Source: an optimization exercise on an open RTL-to-GDS flow (aim: small area). Production flows keep margins and buffers that such runs may drop. Function was checked by simulation only, so behaviour that the tests miss may differ from the original.

==> run a <==
// fc_top
module fc_top 
  #(
    parameter integer C_S00_AXIS_TDATA_WIDTH = 32
  )
  (
    input wire CLK,
    input wire RESETN,
    output wire S_AXIS_TREADY,
    input wire [C_S00_AXIS_TDATA_WIDTH-1 : 0] S_AXIS_TDATA,
    input wire [(C_S00_AXIS_TDATA_WIDTH/8)-1 : 0] S_AXIS_TKEEP, 
    input wire S_AXIS_TUSER, 
    input wire S_AXIS_TLAST, 
    input wire S_AXIS_TVALID, 
    input wire M_AXIS_TREADY, 
    output wire M_AXIS_TUSER, 
    output wire [C_S00_AXIS_TDATA_WIDTH-1 : 0] M_AXIS_TDATA, 
    output wire [(C_S00_AXIS_TDATA_WIDTH/8)-1 : 0] M_AXIS_TKEEP, 
    output wire M_AXIS_TLAST, 
    output wire M_AXIS_TVALID, 
    input wire [31:0] PADDR, 
    input wire PENABLE, 
    input wire PSEL, 
    input wire PWRITE, 
    input wire [31:0] PWDATA, 
    output wire [31:0] PRDATA, 
    output wire PREADY, 
    output wire PSLVERR
  );
  wire fc_start;
  wire fc_done;
  wire [31:0] clk_counter;
  wire [31:0] max_index;
  assign PREADY = 1'b1;
  assign PSLVERR = 1'b0;
  wire [2:0] fc_cmd;            
  wire F_writedone;             
  wire B_writedone;             
  wire cal_done;                
  wire [31:0] num_input_words;  
  wire [31:0] num_output_words; 
  clk_counter_fc u_clk_counter(
    .clk   (CLK),
    .rstn  (RESETN),
    .start (fc_start),
    .done  (fc_done),
    .clk_counter (clk_counter)
  );
  fc_apb u_fc_apb(
    .PCLK    (CLK),
    .PRESETB (RESETN),
  ...
Settings: LEC_CHECK=0, CAP_MARGIN=20, CORE_MARGIN=2, CORE_UTILIZATION=40, PLACE_DENSITY=0.6, SLEW_MARGIN=20; clock period 22.0 ns.
standard.sh (not shown) runs the stock make flow with config.mk's settings and CLKGATE_MAP_FILE= SYNTH_SCRIPT=/design/flow/synth_recipe.tcl, a recipe that flattens the netlist after the stock synthesis.
==> flow/flow/run.sh <==
#!/bin/bash
# Layout flow: the standard flow (standard.sh, standard synthesis, floorplan,
# placement, routing), with a leaner clock tree: no dummy loads, clkbuf_8 only,
# and sink clusters of up to 14 flip-flops within 60 um. Port buffers use buf_1.
# make's output goes to make_finish.log; ORFS writes each step's log under orfs/logs.
set -euo pipefail
CTS="-sink_clustering_enable -repair_clock_nets -dont_use_dummy_load"
CTS="$CTS -buf_list sky130_fd_sc_hd__clkbuf_8 -sink_clustering_size 14 -sink_clustering_max_diameter 60"
bash standard.sh "CTS_ARGS=$CTS" "BUFFER_PORTS_ARGS=-buffer_cell sky130_fd_sc_hd__buf_1" finish > make_finish.log 2>&1
==> run b (differences from run a) <==
--- a/flow/design.v
+++ b/flow/design.v
@@ -2,25 +2,31 @@
   (
     input clk,
     input rstn,
     input start,
     input done,
     output reg [31:0] clk_counter
   );
+  reg inc_d;
+  wire [32:0] carry;
+  assign carry[0] = inc_d;
+  genvar i;
+  generate
+    for (i = 0; i < 32; i = i + 1) begin : g_inc
+      assign carry[i+1] = carry[i] & clk_counter[i];
+    end
+  endgenerate
   always @(posedge clk or negedge rstn) begin
     if (!rstn) begin
+      inc_d       <= 1'b0;
       clk_counter <= 32'd0;
     end
     else begin
-      if (start && !done) begin
-        clk_counter <= clk_counter+1;
-      end
-      else begin
-        clk_counter <= clk_counter;
-      end
+      inc_d       <= start && !done;
+      clk_counter <= clk_counter ^ carry[31:0];
     end
   end
 endmodule
 module fc_apb
   (
     input wire PCLK,
     input wire PRESETB,
@@ -29,66 +35,69 @@
     input wire PENABLE,
     input wire PWRITE,
     input wire [31:0] PWDATA,
     output wire [31:0] PRDATA,
     input wire [31:0] clk_counter,
     input wire [31:0] max_index,
     input wire [0:0] fc_done,
-    output reg [0:0] fc_start,
+    output wire [0:0] fc_start,
     output reg [2:0] COMMAND,
     input wire F_writedone,
     input wire B_writedone,
     input wire cal_done,
     output wire [31:0] num_input_words,
     output wire [31:0] num_output_words
   );
   reg [6:0] nin;
   reg [4:0] nout;
-  reg [31:0] prdata_reg;
+  reg [2:0] rsel;       
+  reg [6:0] cap;        
   assign num_input_words  = {25'd0, nin};
   assign num_output_words = {27'd0, nout};
+  assign fc_start = (COMMAND != 3'b000);
   wire setup  = PSEL & ~PENABLE;
   wire enable = PSEL & PENABLE;
   wire [13:0] a = PADDR[15:2];
+  wire rd_setup = ~PWRITE & setup;
   always @(posedge PCLK, negedge PRESETB) begin
-    if (PRESETB == 1'b0) begin
-      prdata_reg <= 32'h0;
-    end
-    else begin
-      if (~PWRITE & setup) begin
-        case (a)
-          14'd0: prdata_reg <= {28'd0, fc_start, COMMAND};
-          14'd1: prdata_reg <= {29'd0, cal_done, B_writedone, F_writedone};
-          14'd2: prdata_reg <= clk_counter;
-          14'd3: prdata_reg <= {31'd0, fc_done};
-          14'd4: prdata_reg <= max_index;
-          14'd5: prdata_reg <= num_input_words;
-          14'd6: prdata_reg <= num_output_words;
-          default: prdata_reg <= 32'h0;
-        endcase
-      end
-      else begin
-        prdata_reg <= 32'h0;
-      end
-    end
+    if (PRESETB == 1'b0)
+      rsel <= 3'd7;
+    else if (rd_setup && a < 14'd7)
+      rsel <= a[2:0];
+    else
+      rsel <= 3'd7;
+  end
+  always @(posedge PCLK) begin
+    case (a[2:0])
+      3'd1: cap <= {4'd0, cal_done, B_writedone, F_writedone};
+      3'd3: cap <= {6'd0, fc_done};
+      default: cap <= max_index[6:0];
+    endcase
+  end
+  reg [31:0] rdata;
+  always @(*) begin
+    case (rsel)
+      3'd0: rdata = {28'd0, fc_start, COMMAND};
+      3'd1, 3'd3, 3'd4: rdata = {25'd0, cap};
+      3'd2: rdata = clk_counter;
+      3'd5: rdata = num_input_words;
+      3'd6: rdata = num_output_words;
+      default: rdata = 32'd0;
+    endcase
   end
-  assign PRDATA = (~PWRITE & enable) ? prdata_reg : 32'h0;
+  assign PRDATA = (~PWRITE & enable) ? rdata : 32'h0;
   always @(posedge PCLK, negedge PRESETB) begin
     if (PRESETB == 1'b0) begin
-      fc_start <= 1'b0;
       COMMAND  <= 3'b000;
       nin      <= 7'd64;
       nout     <= 5'd16;
     end
     else if (PWRITE & enable) begin
       case (a)
-        14'd0: begin
-          COMMAND  <= PWDATA[2:0];
-          fc_start <= (PWDATA[2:0] != 3'b000);
-        end
+        14'd0: COMMAND <= PWDATA[2:0];
         14'd5: nin  <= PWDATA[6:0];
         14'd6: nout <= PWDATA[4:0];
         default: ;
       endcase
     end
   end
 endmodule
@@ -133,37 +142,48 @@
   reg m_axis_tvalid;
   reg m_axis_tlast;
   reg [6:0] cnt;         
   reg [6:0] neuron_idx;  
   reg [23:0] acc_n;      
   reg [6:0] cur_max;
   reg [6:0] max_idx;
-  reg [31:0] buf_feature [0:63];
+  reg [31:0] feat0 [0:7];          
+  reg [31:0] ring1 [0:7];           
+  reg [31:0] ring2 [0:15];          
+  reg [31:0] ring3 [0:31];          
+  reg [2:0] rot1;
+  reg [3:0] rot2;
+  reg [4:0] rot3;
   reg [31:0] buf_bias    [0:15];
   reg [6:0]  buf_res     [0:63];    
   wire [6:0] nin  = num_input_words[6:0];
   wire [4:0] nout = num_output_words[4:0];
   assign S_AXIS_TREADY = s_ready_reg;
   assign M_AXIS_TVALID = m_axis_tvalid;
   assign M_AXIS_TLAST  = m_axis_tlast;
   assign M_AXIS_TUSER  = 1'b0;
   assign M_AXIS_TKEEP  = 4'hF;
   assign max_index     = {25'd0, max_idx};
   wire s_fire = S_AXIS_TVALID & s_ready_reg;
   wire last_in_word = (cnt == nin - 7'd1);
   wire sending = (state == S_SEND_RES);
   wire send_fire = sending & m_axis_tvalid & M_AXIS_TREADY;
-  wire [63:0] f_sel = 64'd1 << cnt[5:0];
-  reg [31:0] fw;
+  wire [7:0] f_sel = 8'd1 << cnt[2:0];
+  reg [31:0] fw0;
   integer q;
   always @(*) begin
-    fw = 32'd0;
-    for (q = 0; q < 64; q = q + 1)
-      fw = fw | (buf_feature[q] & {32{f_sel[q]}});
-  end
+    fw0 = 32'd0;
+    for (q = 0; q < 8; q = q + 1)
+      fw0 = fw0 | (feat0[q] & {32{f_sel[q]}});
+  end
+  wire in_g0 = (cnt[5:3] == 3'd0);
+  wire in_r1 = (cnt[5:3] == 3'd1);
+  wire in_r2 = (cnt[5:4] == 2'd1);
+  wire in_r3 = cnt[5];
+  wire [31:0] fw = in_r3 ? ring3[0] : in_r2 ? ring2[0] : in_r1 ? ring1[0] : fw0;
   wire use_acc = (cnt != 7'd0);    
   wire [23:0] sum_n;               
   fc_dot u_dot (
     .w       (S_AXIS_TDATA),
     .f       (fw),
     .acc_n   (acc_n),
     .use_acc (use_acc),
@@ -181,15 +201,15 @@
   end
   wire [6:0] final_val = biased[23] ? 7'd0 : (|biased[22:13]) ? 7'd127 : biased[12:6];
   wire feat_we = (state == S_LOAD_FEAT) & s_fire;
   wire bias_we = (state == S_LOAD_BIAS) & s_fire;
   wire res_we  = (state == S_CALC_W) & s_fire & last_in_word;
   integer j, b;
   always @(posedge clk) begin
-    if (feat_we) buf_feature[cnt[5:0]] <= S_AXIS_TDATA;
+    if (feat_we && in_g0) feat0[cnt[2:0]] <= S_AXIS_TDATA;
     if (bias_we) buf_bias[cnt[3:0]] <= S_AXIS_TDATA;
     for (j = 0; j < 16; j = j + 1)
       for (b = 0; b < 4; b = b + 1)
         if (res_we && neuron_idx[5:2] == j &&
             (neuron_idx[1:0] == b || neuron_idx[1:0] == 2'd0))
           buf_res[4*j+b] <= (neuron_idx[1:0] == b) ? final_val : 7'd0;
   end
@@ -197,14 +217,40 @@
   reg [27:0] rw;
   always @(*) begin
     rw = 28'd0;
     for (q = 0; q < 16; q = q + 1)
       rw = rw | ({buf_res[4*q+3], buf_res[4*q+2], buf_res[4*q+1], buf_res[4*q]} & {28{r_sel[q]}});
   end
   assign M_AXIS_TDATA = {1'b0, rw[27:21], 1'b0, rw[20:14], 1'b0, rw[13:7], 1'b0, rw[6:0]};
+  wire feat_busy = (state == S_LOAD_FEAT) || (state == S_CALC_W);
+  wire calc_fire = (state == S_CALC_W) & s_fire;
+  wire load1 = feat_we & in_r1;
+  wire load2 = feat_we & in_r2;
+  wire load3 = feat_we & in_r3;
+  wire step1 = load1 | (calc_fire & in_r1) | (rot1 != 3'd0 & ~(feat_busy & in_r1));
+  wire step2 = load2 | (calc_fire & in_r2) | (rot2 != 4'd0 & ~(feat_busy & in_r2));
+  wire step3 = load3 | (calc_fire & in_r3) | (rot3 != 5'd0 & ~(feat_busy & in_r3));
+  integer p;
+  always @(posedge clk) begin
+    if (step1) begin
+      rot1 <= rot1 + 3'd1;
+      for (p = 0; p < 7; p = p + 1) ring1[p] <= ring1[p+1];
+      ring1[7] <= load1 ? S_AXIS_TDATA : ring1[0];
+    end
+    if (step2) begin
+      rot2 <= rot2 + 4'd1;
+      for (p = 0; p < 15; p = p + 1) ring2[p] <= ring2[p+1];
+      ring2[15] <= load2 ? S_AXIS_TDATA : ring2[0];
+    end
+    if (step3) begin
+      rot3 <= rot3 + 5'd1;
+      for (p = 0; p < 31; p = p + 1) ring3[p] <= ring3[p+1];
+      ring3[31] <= load3 ? S_AXIS_TDATA : ring3[0];
+    end
+  end
   wire phase_start = fc_start && ((state == S_IDLE) ||
                      (state == S_WAIT_CMD && COMMAND != prev_command));
   always @(posedge clk) begin
     if (state == S_CALC_W && s_fire)
       acc_n <= sum_n;
   end
   always @(posedge clk) begin
==> flow/flow/run.sh (replaced) <==
#!/bin/bash
# Layout flow: the standard flow (standard.sh) with three changes.
#  - Synthesis: the standard synthesis script, except that ABC maps the logic
#    with flow/area.abc (area-oriented mapping with don't-care optimisation)
#    instead of ORFS's abc_speed script. Registers are mapped before ABC runs,
#    so they are the standard synthesis's.
#  - Clock tree: no dummy loads, clkbuf_4 only, sink clusters of up to 8
#    flip-flops within 40 um.
#  - Port buffers: buf_1.
# make's output goes to make_finish.log; ORFS writes each step's log under orfs/logs.
set -euo pipefail
W=$(pwd)
F=$W/flow
# ORFS's synth.tcl with only the ABC script changed
sed 's|^  log_cmd abc {\*}\$abc_args$|  log_cmd abc {*}[lreplace $abc_args 1 1 $::env(FLOW_ABC_SCRIPT)]|' \
  "$FLOW_HOME/scripts/synth.tcl" > "$W/orfs_synth_area.tcl"
grep -q 'FLOW_ABC_SCRIPT' "$W/orfs_synth_area.tcl"
sed "s|source \$::env(SCRIPTS_DIR)/synth.tcl|source $W/orfs_synth_area.tcl|" \
  "$W/synth_recipe.tcl" > "$W/flow_synth.tcl"
grep -q 'orfs_synth_area.tcl' "$W/flow_synth.tcl"
export FLOW_ABC_SCRIPT=$F/area.abc
CTS="-sink_clustering_enable -repair_clock_nets -dont_use_dummy_load"
CTS="$CTS -buf_list sky130_fd_sc_hd__clkbuf_4 -sink_clustering_size 8 -sink_clustering_max_diameter 40"
bash standard.sh "SYNTH_SCRIPT=$W/flow_synth.tcl" "CTS_ARGS=$CTS" \
  "BUFFER_PORTS_ARGS=-buffer_cell sky130_fd_sc_hd__buf_1" ${FLOW_TARGETS:-finish} > make_finish.log 2>&1
==> flow/flow/area.abc (new file) <==
strash
dc2
&get -n
&st
&dch -f
&nf -a
&put
mfs2
&get -n
&st
&dch -f
&nf -a
&put
- CORE_UTILIZATION: 40 -> 55
- PLACE_DENSITY: 0.6 -> 0.7
==> results.env <==
PLACEDCELLCOUNT=8652
WORST-SLEW-PIN-TRANSITION_PS=1230
CRITICAL_PATH_ARRIVAL_PS=18810
FIRST_GLOBAL_VIAS=55200
RUN_STATUS='finished clean'
MAPPEDNETLISTAREA_MM2=0.113
SYNTH_COMMON_CELLS='sky130_fd_sc_hd__edfxtp_1 (3051), sky130_fd_sc_hd__clkinv_1 (353), sky130_fd_sc_hd__nand2_1 (320)'
Source of the figures above: run b

==> results.env <==
MAPPEDNETLISTAREA_MM2=0.128
RSZ0062_AT_GRT='no'
PLACEDCELLCOUNT=12200
WORST-SLEW-PIN-TRANSITION_PS=1360
CLOCK_BUFFERS=282
CRITICAL_PATH_ARRIVAL_PS=19710
CLKTRANSATPATHREGS_PS=80
SYNTH_COMMON_CELLS='sky130_fd_sc_hd__edfxtp_1 (3039), sky130_fd_sc_hd__a22oi_1 (913), sky130_fd_sc_hd__nand2_1 (452)'
RUN_STATUS='finished clean'
Source of the figures above: run a

==> static timing again, ports no longer ideal <==
The results above use ideal ports. As a check the final layouts listed here were re-extracted and re-timed, cells and wires unchanged.
Step 1 (the two cells are an assumption about what drives the block):
set clk [get_ports {CLK}]
set_driving_cell -lib_cell sky130_fd_sc_hd__clkbuf_16 $clk
set_driving_cell -lib_cell sky130_fd_sc_hd__buf_2 [delete_from_list [all_inputs] $clk]
Step 2 adds t to the input delays and takes it off the output delays; t is the mean of the earliest and latest rising clock arrival at the registers after step 1. Input paths then give back, and output paths get back, about the clock's delay inside the block.
Slacks: ideal / step 1 / step 2; pairs: ideal / step 1.
run | shift t [ns] | setup slack, ns | worst setup path at the end | clock arrival spread, ns
run a | 1.151 | 3.150 / 3.150 / 3.040 | input to register | 0.217 / 0.217
run b | 1.490 | 4.221 / 4.221 / 2.905 | input to register | 0.158 / 0.158
After both steps every run listed still meets setup and hold. For run b, which loses most, drivers alone change the setup slack by 0.000 ns; drivers and shift together by -1.316 ns.
